Context: an optimization exercise on an open-source flow, tuned for a short achievable clock period and few clock cycles. The choices shown serve that exercise and are no tape-out recipe.
Only simulation tests tie the RTL to the original design; equivalence was not proved.
Power is estimated from default activity; no workload was simulated.

<file path="design.v">
`timescale 1ns / 1ps
module cpu_alu(
    output [15:0] res,
    output cout,
    input [15:0] a,
    input [15:0] b,
    input [4:0] kind,
    input sub,
    input cin,
    input carry,
    input [3:0] func
    );
    function [16:0] ks17;
        input [16:0] x;
        input [16:0] y;
        input ci;
        reg [16:0] g, p, G, P;
        integer d, i;
        begin
            g = x & y; p = x ^ y;
            G = g; P = p;
            G[0] = g[0] | (p[0] & ci);
            for(d = 1; d < 17; d = d * 2)
                for(i = 16; i >= d; i = i - 1) begin
                    G[i] = G[i] | (P[i] & G[i-d]);
                    P[i] = P[i] & P[i-d];
                end
            ks17 = p ^ {G[15:0], ci};
        end
    endfunction
    wire [15:0] addX = sub ? ~b : b;
    wire [15:0] cs_t = a ^ addX ^ {14'b0, sub, 1'b0};
    wire [15:0] cs_c = (a & addX) | ({14'b0, sub, 1'b0} & (a ^ addX));
    wire [16:0] sum = ks17({1'b0, cs_t}, {cs_c, 1'b0}, cin);
    wire [3:0] sh = b[3:0];
    wire [15:0] shl = a << sh;
    wire [15:0] rot = shl | (a >> (5'd16 - {1'b0, sh}));
    wire [15:0] cfill = {16{carry}} >> (~sh + 4'd1);
    wire [15:0] shc = shl | cfill;
    reg [15:0] lgc;
    integer j;
    always @(*) begin
        for(j = 0; j < 16; j = j + 1) lgc[j] = func[{a[j], b[j]}];
    end
    assign res = (kind[0] ? sum[15:0] : 16'd0) | (kind[1] ? shc : 16'd0) |
                 (kind[2] ? rot : 16'd0) | (kind[3] ? lgc : 16'd0) |
                 (kind[4] ? b : 16'd0);
    assign cout = sum[16];
endmodule
`timescale 1ns / 1ps
module cpu_add8(
    output [7:0] s,
    output co,
    input [7:0] a,
    input [7:0] b,
    input ci
    );
    reg [7:0] G, P;
    wire [7:0] g = a & b;
    wire [7:0] p = a ^ b;
    integer d, i;
    always @(*) begin
        G = g; P = p;
        G[0] = g[0] | (p[0] & ci);
        for(d = 1; d < 8; d = d * 2)
            for(i = 7; i >= d; i = i - 1) begin
                G[i] = G[i] | (P[i] & G[i-d]);
                P[i] = P[i] & P[i-d];
            end
    end
    assign s = p ^ {G[6:0], ci};
    assign co = G[7];
endmodule
module cpu_add16(
    output [16:0] s,
    input [15:0] a,
    input [15:0] b
    );
    reg [15:0] G, P;
    wire [15:0] g = a & b;
    wire [15:0] p = a ^ b;
    integer d, i;
    always @(*) begin
        G = g; P = p;
        for(d = 1; d < 16; d = d * 2)
            for(i = 15; i >= d; i = i - 1) begin
                G[i] = G[i] | (P[i] & G[i-d]);
                P[i] = P[i] & P[i-d];
            end
    end
    assign s = {G[15], p ^ {G[14:0], 1'b0}};
endmodule
`timescale 1ns / 1ps
module cpu_nxt(
    output [15:0] addr_d,
    output [12:0] st_d,
    output we_d,
    input reset,
    input ex_r0,
    input [15:0] res,
    input late_a,
    input [15:0] n_late,
    input late_h,
    input use_gq,
    input [7:0] hsum_m,
    input [7:0] hsum_g,
    input [7:0] lo8,
    input xpush,
    input xpop,
    input xwait,
    input bskip,
    input [15:0] spm1,
    input [15:0] sp,
    input [15:0] ainc3,
    input [15:0] n_addr,
    input [12:0] n_st,
    input n_we
    );
    wire [15:0] a1 = late_a ? n_late : n_addr;
    wire [15:0] a2 = xpush ? spm1 : xpop ? sp : bskip ? ainc3 : a1;
    wire s_r = ~reset & ex_r0;
    wire s_hm = ~reset & ~ex_r0 & late_h & ~use_gq;
    wire s_hg = ~reset & ~ex_r0 & late_h & use_gq;
    wire s_o = ~reset & ~ex_r0 & ~late_h;
    assign addr_d = ({16{s_r}} & res) | ({16{s_hm}} & {hsum_m, lo8}) |
                    ({16{s_hg}} & {hsum_g, lo8}) | ({16{s_o}} & a2);
    wire [12:0] s2 = xpush ? 13'b0000000010000 : xpop ? 13'b0000001000000 :
                     xwait ? 13'b1000000000000 : bskip ? 13'b0000000000001 : n_st;
    assign st_d = (reset | ex_r0) ? 13'b0000000000001 : s2;
    assign we_d = ~reset & ~ex_r0 & (n_we | xpush);
endmodule
`timescale 1ns / 1ps
module cpu(
    output [31:0] io_outputs,
    output [15:0] mem_addr,
    output [7:0] mem_wdata,
    output mem_we,
    input [7:0] mem_rdata,
    input [31:0] io_inputs,
    input clk,
    input reset
    );
    localparam F0 = 0, F1 = 1, F2 = 2, F3 = 3, PU0 = 4, PU1 = 5, PO0 = 6, PO1 = 7,
               LD0 = 8, LD1 = 9, ST0 = 10, ST1 = 11, WT = 12;
    reg [12:0] st;
    reg [15:0] addr_q;
    reg we_q;
    reg [7:0] wd_q;
    reg [31:0] io_out;
    reg [7:0] b0, b1, b2, lo_q, hi_q;
    reg [15:0] psave;
    reg taken_q;
    reg [15:0] R [1:15];
    reg carry;
    reg ex_v;                
    reg ex_r0;               
    reg [15:1] ex_we;        
    reg [4:0] ex_kind;       
    reg ex_sub;
    reg [3:0] ex_func;
    reg ex_cv;               
    reg ex_setc;             
    reg [15:0] ex_asel, ex_bsel;     
    reg ex_bimm;             
    reg [15:0] ex_imm, ex_pc;
    reg [15:0] base_q;       
    assign io_outputs = io_out;
    assign mem_addr = addr_q;
    assign mem_we = we_q;
    assign mem_wdata = wd_q;
    wire gsel = &addr_q[15:3];
    reg [7:0] gbyte;
    always @(*) begin
        case({addr_q[2], addr_q[1:0]})
            3'd0: gbyte = io_out[7:0];
            3'd1: gbyte = io_out[15:8];
            3'd2: gbyte = io_out[23:16];
            3'd3: gbyte = io_out[31:24];
            3'd4: gbyte = io_inputs[7:0];
            3'd5: gbyte = io_inputs[15:8];
            3'd6: gbyte = io_inputs[23:16];
            default: gbyte = io_inputs[31:24];
        endcase
    end
    wire [7:0] rdd = gsel ? gbyte : mem_rdata;
    reg [7:0] gq;
    reg use_gq;
    wire [7:0] rd = use_gq ? gq : mem_rdata;
    wire fetch = st[F0] | st[F1] | st[F2] | st[F3];
    wire fstall = gsel & ~use_gq & fetch;
    wire [15:0] SP = R[1];
    wire [16:0] ainc1_w, ainc2_w, ainc3_w, spm1_w, spm2_w, spp2_w;
    cpu_add16 adda1(.s(ainc1_w), .a(addr_q), .b(16'd1));
    cpu_add16 adda2(.s(ainc2_w), .a(addr_q), .b(16'd2));
    cpu_add16 adda3(.s(ainc3_w), .a(addr_q), .b(16'd3));
    cpu_add16 adds1(.s(spm1_w), .a(R[1]), .b(16'hffff));
    cpu_add16 adds2(.s(spm2_w), .a(R[1]), .b(16'hfffe));
    cpu_add16 adds3(.s(spp2_w), .a(R[1]), .b(16'd2));
    wire [15:0] ainc1 = ainc1_w[15:0];
    wire [15:0] ainc2 = ainc2_w[15:0];
    wire [15:0] ainc3 = ainc3_w[15:0];
    function [15:0] rsel;
        input [3:0] s;
        input [15:0] r0;
        begin
            case(s)
                4'd0: rsel = r0;
                4'd1: rsel = R[1];
                4'd2: rsel = R[2];
                4'd3: rsel = R[3];
                4'd4: rsel = R[4];
                4'd5: rsel = R[5];
                4'd6: rsel = R[6];
                4'd7: rsel = R[7];
                4'd8: rsel = R[8];
                4'd9: rsel = R[9];
                4'd10: rsel = R[10];
                4'd11: rsel = R[11];
                4'd12: rsel = R[12];
                4'd13: rsel = R[13];
                4'd14: rsel = R[14];
                default: rsel = R[15];
            endcase
        end
    endfunction
    function [15:0] rsel1h;
        input [15:0] s;
        input [15:0] r0;
        integer n;
        begin
            rsel1h = s[0] ? r0 : 16'd0;
            for(n = 1; n < 16; n = n + 1)
                rsel1h = rsel1h | (s[n] ? R[n] : 16'd0);
        end
    endfunction
    function [15:0] dec16;
        input [3:0] s;
        begin
            dec16 = 16'd1 << s;
        end
    endfunction
    reg [15:0] zf, sf;
    integer k;
    always @(*) begin
        zf[0] = (addr_q == 16'hfffe);
        sf[0] = addr_q[15] ^ (&addr_q[14:1]);
        for(k = 1; k < 16; k = k + 1) begin
            zf[k] = (R[k] == 16'd0);
            sf[k] = R[k][15];
        end
    end
    wire [15:0] tk_all = (b0[7:4] == 4'hb) ? zf : (b0[7:4] == 4'hc) ? ~zf : ~sf;
    wire taken_c = tk_all[b1[7:4]];
    wire isbr = (b0[7:4] == 4'hb) | (b0[7:4] == 4'hc) | (b0[7:4] == 4'hd);
    wire [15:0] opA = rsel1h(ex_asel, ex_pc);
    wire [15:0] opB = ex_bimm ? ex_imm : rsel1h(ex_bsel, ex_pc);
    wire [15:0] res;
    wire cout;
    cpu_alu alu0(.res(res), .cout(cout), .a(opA), .b(opB), .kind(ex_kind), .sub(ex_sub),
                 .cin(ex_cv ? carry : ex_sub), .carry(carry), .func(ex_func));
    reg [12:0] n_st;
    reg [15:0] n_addr;           
    reg late_a;                  
    reg [15:0] n_late;
    reg late_h;                  
    reg [7:0] lo8;               
    reg n_we;
    reg [7:0] n_wd;
    reg [7:0] n_b0, n_b1, n_b2, n_lo, n_hi;
    reg [15:0] n_psave;
    reg n_taken;
    reg n_ex_v, n_ex_r0, n_ex_sub, n_ex_cv, n_ex_setc, n_ex_bimm;
    reg [15:1] n_ex_we;
    reg [4:0] n_ex_kind;
    reg [3:0] n_ex_func;
    reg [15:0] n_ex_asel, n_ex_bsel, n_ex_imm;
    reg [15:0] n_base;
    reg [8:0] lsum;
    reg [7:0] hsum;
    reg sp_en;  reg [15:0] sp_val;                      
    reg r15_en;                                         
    reg c_en;   reg c_val;
    wire [7:0] x = st[WT] ? b0 : rd;
    wire [15:0] xr0 = st[WT] ? psave : ainc1;
    reg [15:0] xv;
    wire [3:0] qsel = st[F1] ? b0[3:0] : (st[F2] & (b0[7:4] == 4'hf)) ? b1[7:4] : b1[3:0];
    wire [15:0] qv = rsel(qsel, st[F3] ? ainc1 : ainc2);
    wire [8:0] lsum_call;
    cpu_add8 addc(.s(lsum_call[7:0]), .co(lsum_call[8]), .a(base_q[7:0]), .b(b1), .ci(1'b0));
    wire [7:0] hsum_w;
    wire [8:0] lsum_f3;
    cpu_add8 addf(.s(lsum_f3[7:0]), .co(lsum_f3[8]), .a(base_q[7:0]), .b(b2), .ci(1'b0));
    wire [8:0] lsum_x = st[F2] ? lsum_call : lsum_f3;
    wire [7:0] hsum_g;
    cpu_add8 addh(.s(hsum_w), .co(), .a(base_q[15:8]), .b(mem_rdata), .ci(lsum_x[8]));
    cpu_add8 addg(.s(hsum_g), .co(), .a(base_q[15:8]), .b(gq), .ci(lsum_x[8]));
    always @(*) begin
        n_st = st;
        n_addr = addr_q;
        late_a = 1'b0;
        n_late = 16'd0;
        late_h = 1'b0;
        lo8 = 8'd0;
        n_we = 1'b0;
        n_wd = wd_q;
        n_b0 = b0; n_b1 = b1; n_b2 = b2; n_lo = lo_q; n_hi = hi_q;
        n_psave = psave;
        n_taken = taken_q;
        n_ex_v = 1'b0; n_ex_r0 = 1'b0; n_ex_we = 15'd0;
        n_ex_kind = ex_kind; n_ex_sub = ex_sub; n_ex_func = ex_func;
        n_ex_cv = ex_cv; n_ex_setc = 1'b0;
        n_ex_asel = ex_asel; n_ex_bsel = ex_bsel; n_ex_bimm = ex_bimm;
        n_ex_imm = ex_imm;
        n_base = base_q;
        lsum = 9'd0; hsum = 8'd0;
        sp_en = 1'b0; sp_val = 16'd0;
        r15_en = 1'b0;
        c_en = 1'b0; c_val = 1'b0;
        xv = rsel(b0[3:0], psave);
        if(st[F0] | st[WT]) begin
            n_b0 = x;
            n_psave = xr0;
            if(st[WT]) begin n_wd = xv[7:0]; n_hi = xv[15:8]; end
            n_addr = ainc1;
            n_st = 13'b0; n_st[F1] = 1'b1;
        end
        if(st[F1]) begin
            n_b1 = rd;
            n_addr = ainc1;
            n_st = 13'b0; n_st[F2] = 1'b1;
            n_ex_bimm = 1'b0;
            n_ex_cv = b0[3];
            n_ex_sub = 1'b0;
            case(b0[7:4])
                4'h2: begin  
                    n_ex_v = 1'b1; n_ex_r0 = (b0[3:0] == 4'd0); n_ex_we = dec16(b0[3:0]) >> 1;
                    n_ex_kind = 5'b01000; n_ex_func = rd[3:0];
                    n_ex_asel = dec16(b0[3:0]); n_ex_bsel = dec16(rd[7:4]);
                    n_st = 13'b0; n_st[F0] = 1'b1;
                end
                4'h3, 4'h4: begin  
                    n_ex_v = 1'b1; n_ex_r0 = (rd[7:4] == 4'd0); n_ex_we = dec16(rd[7:4]) >> 1;
                    n_ex_kind = 5'b00001; n_ex_sub = b0[6]; n_ex_setc = 1'b1;
                    n_ex_asel = dec16(rd[7:4]); n_ex_bsel = dec16(rd[3:0]);
                    n_st = 13'b0; n_st[F0] = 1'b1;
                end
                4'h5: begin  
                    n_ex_v = 1'b1; n_ex_r0 = (rd[7:4] == 4'd0); n_ex_we = dec16(rd[7:4]) >> 1;
                    n_ex_kind = b0[3] ? 5'b00010 : 5'b00100;
                    n_ex_asel = dec16(rd[7:4]); n_ex_bsel = dec16(rd[3:0]);
                    n_st = 13'b0; n_st[F0] = 1'b1;
                end
                4'h6: begin  
                    n_ex_v = 1'b1; n_ex_r0 = (b0[3:0] == 4'd0); n_ex_we = dec16(b0[3:0]) >> 1;
                    n_ex_kind = b0[3] ? 5'b00010 : 5'b00100;
                    n_ex_asel = dec16(b0[3:0]); n_ex_bimm = 1'b1; n_ex_imm = {12'b0, rd[3:0]};
                    n_st = 13'b0; n_st[F0] = 1'b1;
                end
                4'h9: begin  
                    n_base = (b0[3:0] == 4'd15) ? ainc2 : qv;
                end
                4'h8: begin  
                    n_base = 16'd0;
                end
                default: ;
            endcase
        end
        if(st[F2]) begin
            n_b2 = rd;
            n_addr = ainc1;
            n_st = 13'b0; n_st[F3] = 1'b1;
            n_base = qv;
            n_taken = taken_c;
            if(isbr & ~taken_c & (b1[3:0] == 4'd0)) begin
                n_addr = ainc2;
                n_st = 13'b0; n_st[F0] = 1'b1;
            end
            case(b0[7:4])
                4'h7: begin  
                    n_ex_v = 1'b1; n_ex_r0 = (b0[3:0] == 4'd0); n_ex_we = dec16(b0[3:0]) >> 1;
                    n_ex_kind = 5'b00001; n_ex_sub = 1'b0; n_ex_cv = 1'b0;
                    n_ex_asel = dec16(b0[3:0]); n_ex_bimm = 1'b1; n_ex_imm = {rd, b1};
                    n_st = 13'b0; n_st[F0] = 1'b1;
                end
                4'h8: begin  
                    if(b0[3:0] == 4'd0) begin late_h = 1'b1; lo8 = lsum_call[7:0]; end
                    else begin
                        n_ex_v = 1'b1; n_ex_we = dec16(b0[3:0]) >> 1;
                        n_ex_kind = 5'b10000; n_ex_bimm = 1'b1; n_ex_imm = {rd, b1};
                    end
                    n_st = 13'b0; n_st[F0] = 1'b1;
                end
                4'h9: begin  
                    r15_en = 1'b1;
                    late_h = 1'b1; lo8 = lsum_call[7:0];
                    n_st = 13'b0; n_st[F0] = 1'b1;
                end
                default: ;
            endcase
        end
        if(st[F3]) begin
            hsum = hsum_w;
            n_addr = ainc1;
            n_st = 13'b0; n_st[F0] = 1'b1;
            n_psave = ainc1;
            case(b0[7:4])
                4'ha: begin  
                    n_ex_v = 1'b1; n_ex_r0 = (b1[7:4] == 4'd0); n_ex_we = dec16(b1[7:4]) >> 1;
                    n_ex_kind = 5'b01000; n_ex_func = b1[3:0];
                    n_ex_asel = dec16(b1[7:4]); n_ex_bimm = 1'b1; n_ex_imm = {rd, b2};
                end
                4'hb, 4'hc, 4'hd: begin
                    if(taken_q) begin late_h = 1'b1; lo8 = lsum_f3[7:0]; end
                    else n_addr = base_q;
                end
                4'he: begin  
                    late_h = 1'b1; lo8 = lsum_f3[7:0];
                    n_st = 13'b0; n_st[LD0] = 1'b1;
                end
                4'hf: begin  
                    late_h = 1'b1; lo8 = lsum_f3[7:0];
                    n_we = 1'b1;
                    n_wd = qv[7:0]; n_hi = qv[15:8];
                    n_st = 13'b0; n_st[ST0] = 1'b1;
                end
                default: ;
            endcase
        end
        if(st[PU0]) begin
            n_addr = ainc1;
            n_we = 1'b1;
            n_wd = hi_q;
            n_st = 13'b0; n_st[PU1] = 1'b1;
        end
        if(st[PU1]) begin
            sp_en = 1'b1; sp_val = spm2_w[15:0];
            n_addr = psave;
            n_st = 13'b0; n_st[F0] = 1'b1;
        end
        if(st[PO0] | st[LD0]) begin
            n_lo = rdd;
            n_addr = ainc1;
            n_st = 13'b0; n_st[st[PO0] ? PO1 : LD1] = 1'b1;
        end
        if(st[PO1] | st[LD1]) begin
            if(st[PO1]) begin sp_en = 1'b1; sp_val = spp2_w[15:0]; end
            n_addr = psave;
            n_ex_v = 1'b1; n_ex_we = dec16(st[PO1] ? b0[3:0] : b1[7:4]) >> 1;
            n_ex_r0 = ((st[PO1] ? b0[3:0] : b1[7:4]) == 4'd0);
            n_ex_kind = 5'b10000; n_ex_bimm = 1'b1; n_ex_imm = {rdd, lo_q};
            n_st = 13'b0; n_st[F0] = 1'b1;
        end
        if(st[ST0]) begin
            n_addr = ainc1;
            n_we = 1'b1;
            n_wd = hi_q;
            n_st = 13'b0; n_st[ST1] = 1'b1;
        end
        if(st[ST1]) begin
            n_addr = psave;
            n_st = 13'b0; n_st[F0] = 1'b1;
        end
        if(fstall) begin
            n_st = st; n_addr = addr_q; late_a = 1'b0; late_h = 1'b0; n_we = 1'b0;
            n_b0 = b0; n_b1 = b1; n_b2 = b2; n_psave = psave; n_taken = taken_q;
            n_base = base_q;
            n_ex_v = 1'b0; n_ex_r0 = 1'b0; n_ex_we = 15'd0; n_ex_setc = 1'b0;
            r15_en = 1'b0;
        end
        if(ex_v & ex_setc) begin c_en = 1'b1; c_val = cout; end
    end
    wire [15:0] ex_we16 = {ex_we, 1'b0};
    wire f0ok = st[F0] & ~fstall;
    wire xpush = st[WT] & (b0[7:4] == 4'h0);
    wire xpop = (st[WT] & (b0[7:4] == 4'h1)) | (f0ok & (rd[7:4] == 4'h1) & ~(ex_v & ex_we[1]));
    wire xwait = f0ok & ((rd[7:4] == 4'h0) | ((rd[7:4] == 4'h1) & ex_v & ex_we[1]));
    wire bskip = 1'b0;
    wire [15:0] addr_d;
    wire [12:0] st_d;
    wire we_d;
    cpu_nxt nxt0(.addr_d(addr_d), .st_d(st_d), .we_d(we_d),
                 .reset(reset), .ex_r0(ex_r0), .res(res), .late_a(late_a), .n_late(n_late),
                 .late_h(late_h), .use_gq(use_gq), .hsum_m(hsum_w), .hsum_g(hsum_g), .lo8(lo8),
                 .xpush(xpush), .xpop(xpop), .xwait(xwait), .bskip(bskip),
                 .spm1(spm1_w[15:0]), .sp(SP), .ainc3(ainc3), .n_addr(n_addr), .n_st(n_st), .n_we(n_we));
    integer i;
    always @(posedge clk) begin
        st <= st_d;
        addr_q <= addr_d;
        we_q <= we_d;
        wd_q <= n_wd;
        b0 <= n_b0; b1 <= n_b1; b2 <= n_b2; lo_q <= n_lo; hi_q <= n_hi;
        psave <= n_psave;
        taken_q <= n_taken;
        ex_kind <= n_ex_kind; ex_sub <= n_ex_sub; ex_func <= n_ex_func;
        ex_cv <= n_ex_cv; ex_setc <= n_ex_setc;
        ex_asel <= n_ex_asel; ex_bsel <= n_ex_bsel; ex_bimm <= n_ex_bimm;
        ex_imm <= n_ex_imm; ex_pc <= ainc1;
        base_q <= n_base;
        gq <= gbyte;
        if(reset) begin
            ex_v <= 1'b0; ex_r0 <= 1'b0; ex_we <= 15'd0;
            use_gq <= 1'b0;
            carry <= 1'b0;
            for(i = 1; i < 16; i = i + 1) R[i] <= 16'd0;
        end else begin
            ex_v <= n_ex_v; ex_r0 <= n_ex_r0; ex_we <= n_ex_we;
            use_gq <= fstall & ~ex_r0;
            if(c_en) carry <= c_val;
            for(i = 1; i < 16; i = i + 1) begin
                if(ex_we[i]) R[i] <= res;
                else if(i == 15 && r15_en) R[i] <= ainc1;
                else if(i == 1 && sp_en) R[i] <= sp_val;
            end
        end
    end
    always @(posedge clk) begin
        if(reset) io_out <= 32'd0;
        else if(we_q && addr_q[15:2] == 14'h3ffe) begin
            case(addr_q[1:0])
                2'd0: io_out[7:0] <= wd_q;
                2'd1: io_out[15:8] <= wd_q;
                2'd2: io_out[23:16] <= wd_q;
                default: io_out[31:24] <= wd_q;
            endcase
        end
    end
endmodule
</file>
<file path="constraint.sdc">
create_clock -name core_clock -period 12.0 [get_ports {clk}]
set_input_delay 2.4000 -clock core_clock [delete_from_list [all_inputs] [get_ports {clk}]]
set_output_delay 2.4000 -clock core_clock [all_outputs]
set_load 0.01 [all_outputs]
</file>
<file path="standard.sh">
#!/bin/bash
# synth_recipe.tcl (not shown) runs the flow's synth.tcl, then flattens the netlist and writes it again
# the make line also repeats each setting of config.mk as NAME=value (left out here)
make -C /OpenROAD-flow-scripts/flow DESIGN_CONFIG=/design/flow/config.mk WORK_HOME=/design/flow/orfs CLKGATE_MAP_FILE= SYNTH_SCRIPT=/design/flow/synth_recipe.tcl "${@:-finish}"
</file>
<file path="config.mk">
export PLATFORM = sky130hd
export DESIGN_NAME = cpu
export DESIGN_NICKNAME = cpu
export VERILOG_FILES = /design/flow/design.v
export SDC_FILE = /design/flow/constraint.sdc
export NUM_CORES = 4
export LEC_CHECK = 0
export CAP_MARGIN = 20
export CORE_MARGIN = 2
export CORE_UTILIZATION = 25
export SETUP_SLACK_MARGIN = 5
export SLEW_MARGIN = 20
export SYNTH_HIERARCHICAL = 1
export SYNTH_MINIMUM_KEEP_SIZE = 0
</file>
<file path="flow/run.sh">
#!/bin/bash
set -uo pipefail
W=$PWD
MARGIN=${MARGIN:-8.2}
make -C "$FLOW_HOME" DESIGN_CONFIG=$W/config.mk WORK_HOME=$W/orfs CLKGATE_MAP_FILE= \
  SYNTH_SCRIPT=$W/synth_recipe.tcl ADDER_MAP_FILE= SETUP_SLACK_MARGIN=$MARGIN finish > $W/make_finish.log 2>&1
R=$W/orfs/results/$FLOW_PLATFORM/cpu/base/6_final.odb
if [[ -f $R ]]; then
  : # left out here: write the final layout as DEF
fi
</file>
==> results of run 1 <==
==> sequential cells by signal, summed over array words and instances (netlist names), 13 cells and up <==
signal   flops
R          240
io_out      32
addr_q      16
base_q      16
ex_asel     16
ex_bsel     16
ex_imm      16
ex_pc       16
psave       16
ex_we       15
st          13
==> final timing paths <==
kind / depth (start not counted) / end
max reg2reg: 18 / addr_q[15]
min reg2reg: 2 / ex_imm[2]
min: 2 / ex_imm[2]
max: 18 / addr_q[15]
==> layout by cell type, fill, tap and decap left out, types with 34 or more instances in the layout <==
| cell | count |
|---|---|
| or2_2 | 40 |
| buf_4 | 323 |
| dfxtp_1 | 363 |
| and2_1 | 55 |
| buf_6 | 50 |
| inv_1 | 114 |
| a21o_1 | 37 |
| maj3_1 | 39 |
| clkbuf_16 | 62 |
| a211oi_1 | 34 |
| o21ai_0 | 161 |
| xnor2_1 | 194 |
| nand2_1 | 403 |
| nor3_1 | 45 |
| o211ai_1 | 55 |
| a21oi_1 | 232 |
| mux2i_1 | 276 |
| o21ai_1 | 37 |
| a22oi_1 | 234 |
| a221oi_1 | 146 |
| xor2_1 | 80 |
| buf_12 | 52 |
| edfxtp_1 | 81 |
| nand4_1 | 85 |
| mux2_2 | 60 |
| a22o_1 | 155 |
| a222oi_1 | 35 |
| dlygate4sd2_1 | 39 |
| o22ai_1 | 53 |
| conb_1 | 376 |
| nor2_1 | 509 |
| nor4_1 | 58 |
| nand3_1 | 98 |
| a31oi_1 | 58 |
==> per-layer routing <==
| metal | up-vias | GRT usage, % | wire length (um) |
|---|---|---|---|
| met3 | 1221 | 12.14 | 35660 |
| met4 | 10 | 21.56 | 25260 |
| li1 | 19797 | - | - |
| met5 | - | 0 | 118 |
| met1 | 23288 | 37.02 | 96550 |
| met2 | 3948 | 42.34 | 101500 |
==> cell type report <==
cell class | instances | area (um^2) | area share, %
diodes | 12 | 30.03 | 0.05761
clock buffers | 75 | 1639 | 3.144
clock inverters | 30 | 307.8 | 0.5905
inverters | 120 | 469.2 | 0.9001
multi-input cells | 4335 | 30740 | 58.97
flip-flops and latches | 487 | 10660 | 20.46
well taps | 2086 | 2610 | 5.007
repair buffers | 558 | 5662 | 10.86
repair inverters | 1 | 5.005 | 0.009601
==> critical path, cell delays in order (launching register included) <==
cell and delay, ps:
edfxtp_1 380, buf_6 220, a22o_1 220, a221oi_1 320, nand4_1 160, buf_6 190
mux2_4 360, xor2_4 220, and3_4 210, nor3_4 260, o21ai_2 120, a211oi_4 380
o31ai_4 130, a32o_1 230, a21o_1 210, buf_12 170, nand2_1 90, a21oi_1 100
a221o_1 310
==> report_power, final <==
group	total (uW)	internal [uW]	switching, uW
Clock	1890	1050	833
Combinational	4160	1590	2570
Sequential	2120	1810	312
Total	8170	4460	3720
==> what timing repair did <==
item | in CTS | in global routing
buffers inserted | 199 | 50
hold buffers | 0 | 0
pin swaps | 109 | 95
gates resized for setup | 471 | 207
cloned | 19 | 2
setup endpoints to repair | 442 | 325
==> metrics by stage <==
stage	std cells	hold slack (ps)	utilization, %	worst slack, ps
floorplan	5394	390.9	-	7835
global placement	7316	424.8	28.10	6594
detailed placement	7317	434.2	28.10	6527
CTS	7640	449.9	31.70	7836
global route	7692	474.6	32.56	7442
finish	7704	447.9	32.58	7582
==> results_dict.tcl, run 1 <==
set metrics [dict create \
    status "complete, but fails checks" \
    check.faults "slew limit" \
    max_freq_mhz 226.3 \
    track_usage_pct 30.15 \
    first_iter_violations 7742 \
    die_y_um 404.7 \
    drive_above_1_share_pct 20.50 \
    syn_to_final_growth_pct 29.88 \
    cts_tree "yes" \
    vias_per_cell 6.265 \
    required_ps 12590 \
    p_leak_uw 0.01845 \
    io_buffers 98 \
    cts_max_level 2 \
    worstSetupStartpointType "flop" \
    ant_nets 0 \
    reg2reg_setup_slack_ps 7580 \
    cts.sinks 487 \
    power.total_uw 8171 \
    core_area_um2 160000 \
    nets 5604 \
    grt.overflow.total 0 \
    crit_arrival_ps 5000 \
    final_max_slew_viol_count 17 \
    die_w_um 404.7 \
    drt_pass1_iterations 10 \
    ir_worst_vdd_v 0.0001229 \
    grt_pass1_vias 43950 \
    synth_area_per_cell_um2 7.995 \
    numCtsBuffers 59 \
    criticalPathCategory "flop to flop" \
    hold_viol 0 \
    worst_pin_slew_ps 1550 \
    rows 147 \
    maxCapViolCount 0 \
    initial_core_util_pct 25.08 \
    rr_startpoint "ex_bsel[11]" \
    finalSetupViolations 0 \
    clock_skew_ps 21.76 \
    critPathLaunch "ex_bsel[11]" \
    end_kind "flop" \
    antenna_found_initial 16 \
    worstSkewPairLatency_ps 700 \
    relSlewSlack_pct -3.539 \
    fill_cells 16816 \
    route.detailed.drc 0 \
    dp_hpwl_mm 173.9 \
    synthCells 5020 \
    place_area_um2 44970 \
    power.density_nw_per_um2 156.7 \
    hold_class "flop to flop" \
    root_buffer "clkbuf_16" \
    synth_warnings 12 \
    netlist_area_um2 40140 \
    ios 99 \
    path_clk_slew_ps 60 \
    grt_pass1_wl_mm 353.2 \
    period_share_pct 36.82 \
    grt_max_degree 107 \
    routedWlPerCell_um 33.64 \
    rsz0062_at_grt "true" \
    fin_setup_tns_ps 0 \
    cp_max_fo 16 \
    dr_total_vias 48264 \
    stdcell_area_um2 52130 \
    place_congestion 1.077 \
    routed_wl_mm 259.1 \
    period_needed_ps 4418 \
    holdCritStartpoint "lo_q[2]" \
    cts.path.max_buffers 3 \
    die-area_um2 163800 \
]
Testbench counts, summed over its fixed seeds: cycles 227,257.
==> inputs of run 2 (changes only) <==
--- a/design.v
+++ b/design.v
@@ -4,6 +4,7 @@
     output cout,
     input [15:0] a,
     input [15:0] b,
+    input [15:0] bx,         
     input [4:0] kind,
     input sub,
     input cin,
@@ -28,7 +29,7 @@
             ks17 = p ^ {G[15:0], ci};
         end
     endfunction
-    wire [15:0] addX = sub ? ~b : b;
+    wire [15:0] addX = bx;
     wire [15:0] cs_t = a ^ addX ^ {14'b0, sub, 1'b0};
     wire [15:0] cs_c = (a & addX) | ({14'b0, sub, 1'b0} & (a ^ addX));
     wire [16:0] sum = ks17({1'b0, cs_t}, {cs_c, 1'b0}, cin);
@@ -71,11 +72,13 @@
     assign s = p ^ {G[6:0], ci};
     assign co = G[7];
 endmodule
-module cpu_add16(
+module cpu_add16 #(
+    parameter [15:0] B = 16'd0
+    )(
     output [16:0] s,
-    input [15:0] a,
-    input [15:0] b
+    input [15:0] a
     );
+    wire [15:0] b = B;
     reg [15:0] G, P;
     wire [15:0] g = a & b;
     wire [15:0] p = a ^ b;
@@ -90,6 +93,29 @@
     end
     assign s = {G[15], p ^ {G[14:0], 1'b0}};
 endmodule
+module cpu_add8z(
+    output [7:0] s,
+    output co,
+    input [7:0] a,
+    input [7:0] b
+    );
+    reg [7:0] G, P;
+    wire [7:0] g = a & b;
+    wire [7:0] p = a ^ b;
+    wire ci = 1'b0;
+    integer d, i;
+    always @(*) begin
+        G = g; P = p;
+        G[0] = g[0] | (p[0] & ci);
+        for(d = 1; d < 8; d = d * 2)
+            for(i = 7; i >= d; i = i - 1) begin
+                G[i] = G[i] | (P[i] & G[i-d]);
+                P[i] = P[i] & P[i-d];
+            end
+    end
+    assign s = p ^ {G[6:0], ci};
+    assign co = G[7];
+endmodule
 `timescale 1ns / 1ps
 module cpu_nxt(
     output [15:0] addr_d,
@@ -98,8 +124,8 @@
     input reset,
     input ex_r0,
     input [15:0] res,
-    input late_a,
-    input [15:0] n_late,
+    input fast_r0,
+    input [15:0] fast_val,
     input late_h,
     input use_gq,
     input [7:0] hsum_m,
@@ -108,26 +134,26 @@
     input xpush,
     input xpop,
     input xwait,
-    input bskip,
     input [15:0] spm1,
     input [15:0] sp,
-    input [15:0] ainc3,
     input [15:0] n_addr,
     input [12:0] n_st,
     input n_we
     );
-    wire [15:0] a1 = late_a ? n_late : n_addr;
-    wire [15:0] a2 = xpush ? spm1 : xpop ? sp : bskip ? ainc3 : a1;
+    wire [15:0] a1 = n_addr;
+    wire [15:0] a2 = xpush ? spm1 : xpop ? sp : a1;
+    wire jr = ex_r0 | fast_r0;
     wire s_r = ~reset & ex_r0;
-    wire s_hm = ~reset & ~ex_r0 & late_h & ~use_gq;
-    wire s_hg = ~reset & ~ex_r0 & late_h & use_gq;
-    wire s_o = ~reset & ~ex_r0 & ~late_h;
-    assign addr_d = ({16{s_r}} & res) | ({16{s_hm}} & {hsum_m, lo8}) |
-                    ({16{s_hg}} & {hsum_g, lo8}) | ({16{s_o}} & a2);
+    wire s_f = ~reset & ~ex_r0 & fast_r0;
+    wire s_hm = ~reset & ~jr & late_h & ~use_gq;
+    wire s_hg = ~reset & ~jr & late_h & use_gq;
+    wire s_o = ~reset & ~jr & ~late_h;
+    wire [15:0] early = ({16{s_hg}} & {hsum_g, lo8}) | ({16{s_o}} & a2) | ({16{s_f}} & fast_val);
+    assign addr_d = ({16{s_hm}} & {hsum_m, lo8}) | ({16{s_r}} & res) | early;
     wire [12:0] s2 = xpush ? 13'b0000000010000 : xpop ? 13'b0000001000000 :
-                     xwait ? 13'b1000000000000 : bskip ? 13'b0000000000001 : n_st;
-    assign st_d = (reset | ex_r0) ? 13'b0000000000001 : s2;
-    assign we_d = ~reset & ~ex_r0 & (n_we | xpush);
+                     xwait ? 13'b1000000000000 : n_st;
+    assign st_d = (reset | jr) ? 13'b0000000000001 : s2;
+    assign we_d = ~reset & ~jr & (n_we | xpush);
 endmodule
 `timescale 1ns / 1ps
 module cpu(
@@ -151,10 +177,16 @@
     reg [15:0] psave;
     reg taken_q;
     reg [15:0] R [1:15];
+    reg [15:1] zfq;          
     reg carry;
     reg ex_v;                
     reg ex_r0;               
     reg [15:1] ex_we;        
+    reg e2_v, e2_r0, e2_sub, e2_cv, e2_setc;
+    reg [15:1] e2_we;
+    reg [4:0] e2_kind;
+    reg [3:0] e2_func;
+    reg [15:0] e2_a, e2_b, e2_bx;
     reg [4:0] ex_kind;       
     reg ex_sub;
     reg [3:0] ex_func;
@@ -190,12 +222,12 @@
     wire fstall = gsel & ~use_gq & fetch;
     wire [15:0] SP = R[1];
     wire [16:0] ainc1_w, ainc2_w, ainc3_w, spm1_w, spm2_w, spp2_w;
-    cpu_add16 adda1(.s(ainc1_w), .a(addr_q), .b(16'd1));
-    cpu_add16 adda2(.s(ainc2_w), .a(addr_q), .b(16'd2));
-    cpu_add16 adda3(.s(ainc3_w), .a(addr_q), .b(16'd3));
-    cpu_add16 adds1(.s(spm1_w), .a(R[1]), .b(16'hffff));
-    cpu_add16 adds2(.s(spm2_w), .a(R[1]), .b(16'hfffe));
-    cpu_add16 adds3(.s(spp2_w), .a(R[1]), .b(16'd2));
+    cpu_add16 #(.B(16'd1)) adda1(.s(ainc1_w), .a(addr_q));
+    cpu_add16 #(.B(16'd2)) adda2(.s(ainc2_w), .a(addr_q));
+    cpu_add16 #(.B(16'd3)) adda3(.s(ainc3_w), .a(addr_q));
+    cpu_add16 #(.B(16'hffff)) adds1(.s(spm1_w), .a(R[1]));
+    cpu_add16 #(.B(16'hfffe)) adds2(.s(spm2_w), .a(R[1]));
+    cpu_add16 #(.B(16'd2)) adds3(.s(spp2_w), .a(R[1]));
     wire [15:0] ainc1 = ainc1_w[15:0];
     wire [15:0] ainc2 = ainc2_w[15:0];
     wire [15:0] ainc3 = ainc3_w[15:0];
@@ -245,7 +277,7 @@
         zf[0] = (addr_q == 16'hfffe);
         sf[0] = addr_q[15] ^ (&addr_q[14:1]);
         for(k = 1; k < 16; k = k + 1) begin
-            zf[k] = (R[k] == 16'd0);
+            zf[k] = zfq[k];
             sf[k] = R[k][15];
         end
     end
@@ -253,15 +285,24 @@
     wire taken_c = tk_all[b1[7:4]];
     wire isbr = (b0[7:4] == 4'hb) | (b0[7:4] == 4'hc) | (b0[7:4] == 4'hd);
     wire [15:0] opA = rsel1h(ex_asel, ex_pc);
-    wire [15:0] opB = ex_bimm ? ex_imm : rsel1h(ex_bsel, ex_pc);
+    wire [15:0] opB = (ex_bimm ? ex_imm : 16'd0) | rsel1h(ex_bsel, ex_pc);
+    reg [15:0] opBx;
+    integer m;
+    always @(*) begin
+        opBx = (ex_bimm ? ex_imm ^ {16{ex_sub}} : 16'd0) | (ex_bsel[0] ? ex_pc ^ {16{ex_sub}} : 16'd0);
+        for(m = 1; m < 16; m = m + 1)
+            opBx = opBx | (ex_bsel[m] ? R[m] ^ {16{ex_sub}} : 16'd0);
+    end
     wire [15:0] res;
     wire cout;
-    cpu_alu alu0(.res(res), .cout(cout), .a(opA), .b(opB), .kind(ex_kind), .sub(ex_sub),
-                 .cin(ex_cv ? carry : ex_sub), .carry(carry), .func(ex_func));
+    cpu_alu alu0(.res(res), .cout(cout), .a(e2_a), .b(e2_b), .bx(e2_bx), .kind(e2_kind), .sub(e2_sub),
+                 .cin(e2_cv ? carry : e2_sub), .carry(carry), .func(e2_func));
+    wire fast_r0 = ex_v & ex_r0 & ((ex_kind[3] & (ex_func == 4'b1010)) | ex_kind[4]);
+    wire jr = e2_r0 | fast_r0;
+    wire [15:0] pend = {(ex_v ? ex_we : 15'd0) | (e2_v ? e2_we : 15'd0), 1'b0};
+    wire fhold = st[F1] & (b0[7:4] == 4'h9) & pend[b0[3:0]];
     reg [12:0] n_st;
     reg [15:0] n_addr;           
-    reg late_a;                  
-    reg [15:0] n_late;
     reg late_h;                  
     reg [7:0] lo8;               
     reg n_we;
@@ -286,10 +327,10 @@
     wire [3:0] qsel = st[F1] ? b0[3:0] : (st[F2] & (b0[7:4] == 4'hf)) ? b1[7:4] : b1[3:0];
     wire [15:0] qv = rsel(qsel, st[F3] ? ainc1 : ainc2);
     wire [8:0] lsum_call;
-    cpu_add8 addc(.s(lsum_call[7:0]), .co(lsum_call[8]), .a(base_q[7:0]), .b(b1), .ci(1'b0));
+    cpu_add8z addc(.s(lsum_call[7:0]), .co(lsum_call[8]), .a(base_q[7:0]), .b(b1));
     wire [7:0] hsum_w;
     wire [8:0] lsum_f3;
-    cpu_add8 addf(.s(lsum_f3[7:0]), .co(lsum_f3[8]), .a(base_q[7:0]), .b(b2), .ci(1'b0));
+    cpu_add8z addf(.s(lsum_f3[7:0]), .co(lsum_f3[8]), .a(base_q[7:0]), .b(b2));
     wire [8:0] lsum_x = st[F2] ? lsum_call : lsum_f3;
     wire [7:0] hsum_g;
     cpu_add8 addh(.s(hsum_w), .co(), .a(base_q[15:8]), .b(mem_rdata), .ci(lsum_x[8]));
@@ -297,8 +338,6 @@
     always @(*) begin
         n_st = st;
         n_addr = addr_q;
-        late_a = 1'b0;
-        n_late = 16'd0;
         late_h = 1'b0;
         lo8 = 8'd0;
         n_we = 1'b0;
@@ -460,29 +499,32 @@
             n_addr = psave;
             n_st = 13'b0; n_st[F0] = 1'b1;
         end
-        if(fstall) begin
-            n_st = st; n_addr = addr_q; late_a = 1'b0; late_h = 1'b0; n_we = 1'b0;
+        if(fstall | fhold) begin
+            n_st = st; n_addr = addr_q; late_h = 1'b0; n_we = 1'b0;
             n_b0 = b0; n_b1 = b1; n_b2 = b2; n_psave = psave; n_taken = taken_q;
             n_base = base_q;
             n_ex_v = 1'b0; n_ex_r0 = 1'b0; n_ex_we = 15'd0; n_ex_setc = 1'b0;
             r15_en = 1'b0;
         end
-        if(ex_v & ex_setc) begin c_en = 1'b1; c_val = cout; end
+        if(e2_v & e2_setc) begin c_en = 1'b1; c_val = cout; end
+        if(jr) begin
+            n_ex_v = 1'b0; n_ex_r0 = 1'b0; n_ex_we = 15'd0; r15_en = 1'b0; sp_en = 1'b0;
+        end
     end
     wire [15:0] ex_we16 = {ex_we, 1'b0};
     wire f0ok = st[F0] & ~fstall;
-    wire xpush = st[WT] & (b0[7:4] == 4'h0);
-    wire xpop = (st[WT] & (b0[7:4] == 4'h1)) | (f0ok & (rd[7:4] == 4'h1) & ~(ex_v & ex_we[1]));
-    wire xwait = f0ok & ((rd[7:4] == 4'h0) | ((rd[7:4] == 4'h1) & ex_v & ex_we[1]));
-    wire bskip = 1'b0;
+    wire wthz = pend[1] | (~b0[4] & pend[b0[3:0]]);
+    wire xpush = st[WT] & (b0[7:4] == 4'h0) & ~wthz;
+    wire xpop = (st[WT] & (b0[7:4] == 4'h1) & ~wthz) | (f0ok & (rd[7:4] == 4'h1) & ~pend[1]);
+    wire xwait = (f0ok & ((rd[7:4] == 4'h0) | ((rd[7:4] == 4'h1) & pend[1]))) | (st[WT] & wthz);
     wire [15:0] addr_d;
     wire [12:0] st_d;
     wire we_d;
     cpu_nxt nxt0(.addr_d(addr_d), .st_d(st_d), .we_d(we_d),
-                 .reset(reset), .ex_r0(ex_r0), .res(res), .late_a(late_a), .n_late(n_late),
+                 .reset(reset), .ex_r0(e2_r0), .res(res), .fast_r0(fast_r0), .fast_val(opB),
                  .late_h(late_h), .use_gq(use_gq), .hsum_m(hsum_w), .hsum_g(hsum_g), .lo8(lo8),
-                 .xpush(xpush), .xpop(xpop), .xwait(xwait), .bskip(bskip),
-                 .spm1(spm1_w[15:0]), .sp(SP), .ainc3(ainc3), .n_addr(n_addr), .n_st(n_st), .n_we(n_we));
+                 .xpush(xpush), .xpop(xpop), .xwait(xwait),
+                 .spm1(spm1_w[15:0]), .sp(SP), .n_addr(n_addr), .n_st(n_st), .n_we(n_we));
     integer i;
     always @(posedge clk) begin
         st <= st_d;
@@ -494,23 +536,29 @@
         taken_q <= n_taken;
         ex_kind <= n_ex_kind; ex_sub <= n_ex_sub; ex_func <= n_ex_func;
         ex_cv <= n_ex_cv; ex_setc <= n_ex_setc;
-        ex_asel <= n_ex_asel; ex_bsel <= n_ex_bsel; ex_bimm <= n_ex_bimm;
+        ex_asel <= n_ex_asel; ex_bsel <= n_ex_bimm ? 16'd0 : n_ex_bsel; ex_bimm <= n_ex_bimm;
         ex_imm <= n_ex_imm; ex_pc <= ainc1;
         base_q <= n_base;
         gq <= gbyte;
+        e2_kind <= ex_kind; e2_sub <= ex_sub; e2_func <= ex_func;
+        e2_cv <= ex_cv; e2_setc <= ex_setc;
+        e2_a <= opA; e2_b <= opB; e2_bx <= opBx;
         if(reset) begin
             ex_v <= 1'b0; ex_r0 <= 1'b0; ex_we <= 15'd0;
+            e2_v <= 1'b0; e2_r0 <= 1'b0; e2_we <= 15'd0;
             use_gq <= 1'b0;
             carry <= 1'b0;
             for(i = 1; i < 16; i = i + 1) R[i] <= 16'd0;
+            zfq <= {15{1'b1}};
         end else begin
             ex_v <= n_ex_v; ex_r0 <= n_ex_r0; ex_we <= n_ex_we;
-            use_gq <= fstall & ~ex_r0;
+            e2_v <= ex_v; e2_r0 <= ex_r0 & ~fast_r0; e2_we <= ex_we;
+            use_gq <= fstall & ~jr;
             if(c_en) carry <= c_val;
             for(i = 1; i < 16; i = i + 1) begin
-                if(ex_we[i]) R[i] <= res;
-                else if(i == 15 && r15_en) R[i] <= ainc1;
-                else if(i == 1 && sp_en) R[i] <= sp_val;
+                if(e2_we[i]) begin R[i] <= res; zfq[i] <= (res == 16'd0); end
+                else if(i == 15 && r15_en) begin R[i] <= ainc1; zfq[i] <= (ainc1 == 16'd0); end
+                else if(i == 1 && sp_en) begin R[i] <= sp_val; zfq[i] <= (sp_val == 16'd0); end
             end
         end
     end
==> flow/run.sh (replaced) <==
#!/bin/bash
set -uo pipefail
W=$PWD
MARGIN=${MARGIN:-8.4}
make -C "$FLOW_HOME" DESIGN_CONFIG=$W/config.mk WORK_HOME=$W/orfs CLKGATE_MAP_FILE= \
  SYNTH_SCRIPT=$W/synth_recipe.tcl ADDER_MAP_FILE= SETUP_SLACK_MARGIN=$MARGIN \
  BUFFER_PORTS_ARGS="-buffer_cell sky130_fd_sc_hd__buf_4" finish > $W/make_finish.log 2>&1
R=$W/orfs/results/$FLOW_PLATFORM/cpu/base/6_final.odb
if [[ -f $R ]]; then
  : # left out here: write the final layout as DEF
fi
--- a/config.mk
+++ b/config.mk
@@ -7,7 +7,7 @@
 export LEC_CHECK = 0
 export CAP_MARGIN = 20
 export CORE_MARGIN = 2
-export CORE_UTILIZATION = 25
+export CORE_UTILIZATION = 20
 export SETUP_SLACK_MARGIN = 5
 export SLEW_MARGIN = 20
 export SYNTH_HIERARCHICAL = 1
==> run 2 against run 1 <==
  * The run now finishes clean
  * Global-route usage is 5.4 points lower
  * Worst hold slack got worse by 60 ps
  * Largest cell class unchanged
  * Critical path type is now primary input to flop
  * Combinational power down 7.0%
  * Power rose by 13%
==> results_dict.tcl, run 2 <==
set metrics [dict create \
    largest-register "R" \
    die_y_um 457.4 \
    place_congestion 1.080 \
    numCtsBuffers 71 \
    routedWlPerCell_um 34.55 \
    synth_area_per_cell_um2 8.105 \
    routed_wl_mm 273.5 \
    cts.path.max_buffers 3 \
    rr_endpoint "addr_q[11]" \
    die-area_um2 209200 \
    place_area_um2 45030 \
    largest_reg_flops 240 \
    crit_family "simple AND/OR/NAND/NOR gates" \
    worst_path_most_repeated_cell "nor2_4" \
    worst_path_largest_cell_delay_ps 310 \
    synthCells 5072 \
    final_max_slew_viol_count 0 \
    largestRegisters "R x240, io_out x32" \
    ctsHoldBuffers 0 \
    synth_warnings 17 \
    period_share_pct 31.43 \
    fin_ws_ps 8229 \
    p_leak_uw 0.01692 \
    max_freq_mhz 265.2 \
    power.density_nw_per_um2 181.7 \
    relSlewSlack_pct 8.323 \
    dr_total_vias 49071 \
    crit_arrival_ps 4350 \
    cp_max_fo 8 \
    hold_class "flop to flop" \
    worstSetupStartpointType "primary input" \
    drt_pass1_iterations 13 \
    cp_slowest_cell "mux2_4" \
    reg2reg_setup_slack_ps 8320 \
    ant_nets 0 \
    core_area_um2 204400 \
    grt.overflow.total 0 \
    path_clk_slew_ps 70 \
    status "no timing/DRC/antenna violations" \
    dp_hpwl_mm 183.3 \
    path_buf_inv 4 \
    rr_startpoint "b0[0]" \
    critPathLaunch "mem_rdata[7]" \
    root_buffer "clkbuf_16" \
    worstSkewPairLatency_ps 730 \
    hold_viol 0 \
    crit_cells 12 \
    postLayoutCoreUtil_pct 24.76 \
    post-place-ws_ps 7102 \
    path_cells "buf_8, mux2i_4, inv_4, nor2_4, nand2_4, o22a_1, nor2_4, buf_12, buf_16, mux2_4, o211ai_1, nand4_1" \
    finalSetupViolations 0 \
    io_buffers 98 \
    route.detailed.drc 0 \
    rows 166 \
    vias_per_cell 6.198 \
    grt_pass1_wl_mm 370.4 \
    nets 5189 \
    criticalPathCategory "primary input to flop" \
    cts_max_level 3 \
    ios 99 \
    layout_commonest_cell "nor2_1" \
    worst_pin_slew_ps 1369 \
    track_usage_pct 24.78 \
    required_ps 12580 \
    die_w_um 457.4 \
    drive_above_1_share_pct 19.41 \
    grt_max_degree 96 \
    fin_setup_tns_ps 0 \
    rsz0062_at_grt "true" \
    grt_pass1_vias 44565 \
    antenna_found_initial 28 \
    cp-endpoint "addr_q[11]" \
    ff2ff_path_depth 15 \
    fill_cells 22259 \
    ir_worst_vdd_v 0.0001273 \
    cts_tree "yes" \
    syn_to_final_growth_pct 23.08 \
    hold_ws_ps 387.4 \
    period_needed_ps 3771 \
    cts.sinks 579 \
    initial_core_util_pct 20.11 \
    end_kind "flop" \
    netlist_area_um2 41110 \
    stdcell_area_um2 50600 \
    clock_skew_ps 47.35 \
    first_iter_violations 9102 \
    maxCapViolCount 0 \
    final_cell_mix "nor2_1, dfxtp_1, nand2_1, buf_4, mux2i_1" \
]
-- run 2: cell count changes in the layout (fill, tap and decap cells not counted), sizes merged, moves of 37 or more --
cell / before / now
conb: 376 / 0
a22o: 155 / 116
a21oi: 260 / 195
o22ai: 64 / 161
nand3: 101 / 149
dfxtp: 406 / 514
xnor2: 213 / 118
nor3: 82 / 119
maj3: 60 / 20
o221ai: 19 / 65
dlygate4sd2: 39 / 0
nor2b: 39 / 81
-- run 2: layout make-up --
class	instances	area, um^2	area share, %
Antenna cell	26	65.06	0.1286
Clock buffer	86	1904	3.764
Clock inverter	43	503.0	0.9941
Inverter	86	334.1	0.6603
Multi-Input combinational cell	3925	27580	54.50
Sequential cell	579	12430	24.57
Tap cell	2688	3363	6.647
Timing Repair Buffer	484	4420	8.737
-- run 2: worst min path at each step --
stage	startpoint	to	slack [ps]	cells past startpoint
floorplan	ex_setc	e2_setc	310	0
global placement	ex_setc	e2_setc	390	0
detailed placement	ex_setc	e2_setc	390	0
CTS	ex_setc	e2_setc	380	0
global route	ex_setc	e2_setc	370	0
finish	ex_setc	e2_setc	390	0
-- run 2: repair_timing --
| action | in CTS | in global routing |
|---|---|---|
| setup endpoints to repair | 321 | 133 |
| resized for setup | 284 | 125 |
| gates cloned | 8 | 1 |
| pin swaps | 48 | 63 |
| buffers inserted | 134 | 43 |
-- run 2: per-stage QoR --
stage	power, uW	cells
6_report	9192	7917
5_1_grt	9203	7903
4_1_cts	8715	7847
3_5_place_dp	6132	7576
3_3_place_gp	6107	7574
2_1_floorplan	4281	5072
-- run 2: report_power, final --
part	total [uW]	switching, uW	internal, uW
sequential	2990	793	2190
clock	2340	1020	1320
combinational	3870	2690	1180
-- run 2: metal layers --
layer  global-route usage (%)  wire length (um)  vias to the layer above
met5                    1.309               681                        -
met4                    15.94             23430                       24
met3                    11.46             41310                     1183
met2                    34.20            105600                     4275
met1                    30.53            102500                    23955
li1                         -                 -                    19634
Testbench counts of run 2, summed over its fixed seeds: cycles 227,344.

## port drivers added, routing unchanged
Ports are ideal in the flow. The routed layouts listed here were re-timed in OpenROAD.
Step 1: set_driving_cell puts a clkbuf_16 on clk and a buf_2 on each other input, an assumption about the parent block.
Step 2, shift: input delay + t, output delay - t, t = (earliest + latest rising clock arrival at the registers) / 2. This alone moves slack from input paths to output paths.
Three values: no drivers, after step 1, after step 2; two values: the first two.
run	shift t [ns]	setup WS [ns]	hold WS [ns]
run 1	0.778	7.582 / 7.582 / 7.124	0.448 / 0.448 / 0.448
run 2	0.777	8.229 / 8.186 / 7.433	0.387 / 0.387 / 0.387
For run 2, which loses most, drivers alone change the setup slack by -0.043 ns; drivers and shift together by -0.796 ns.
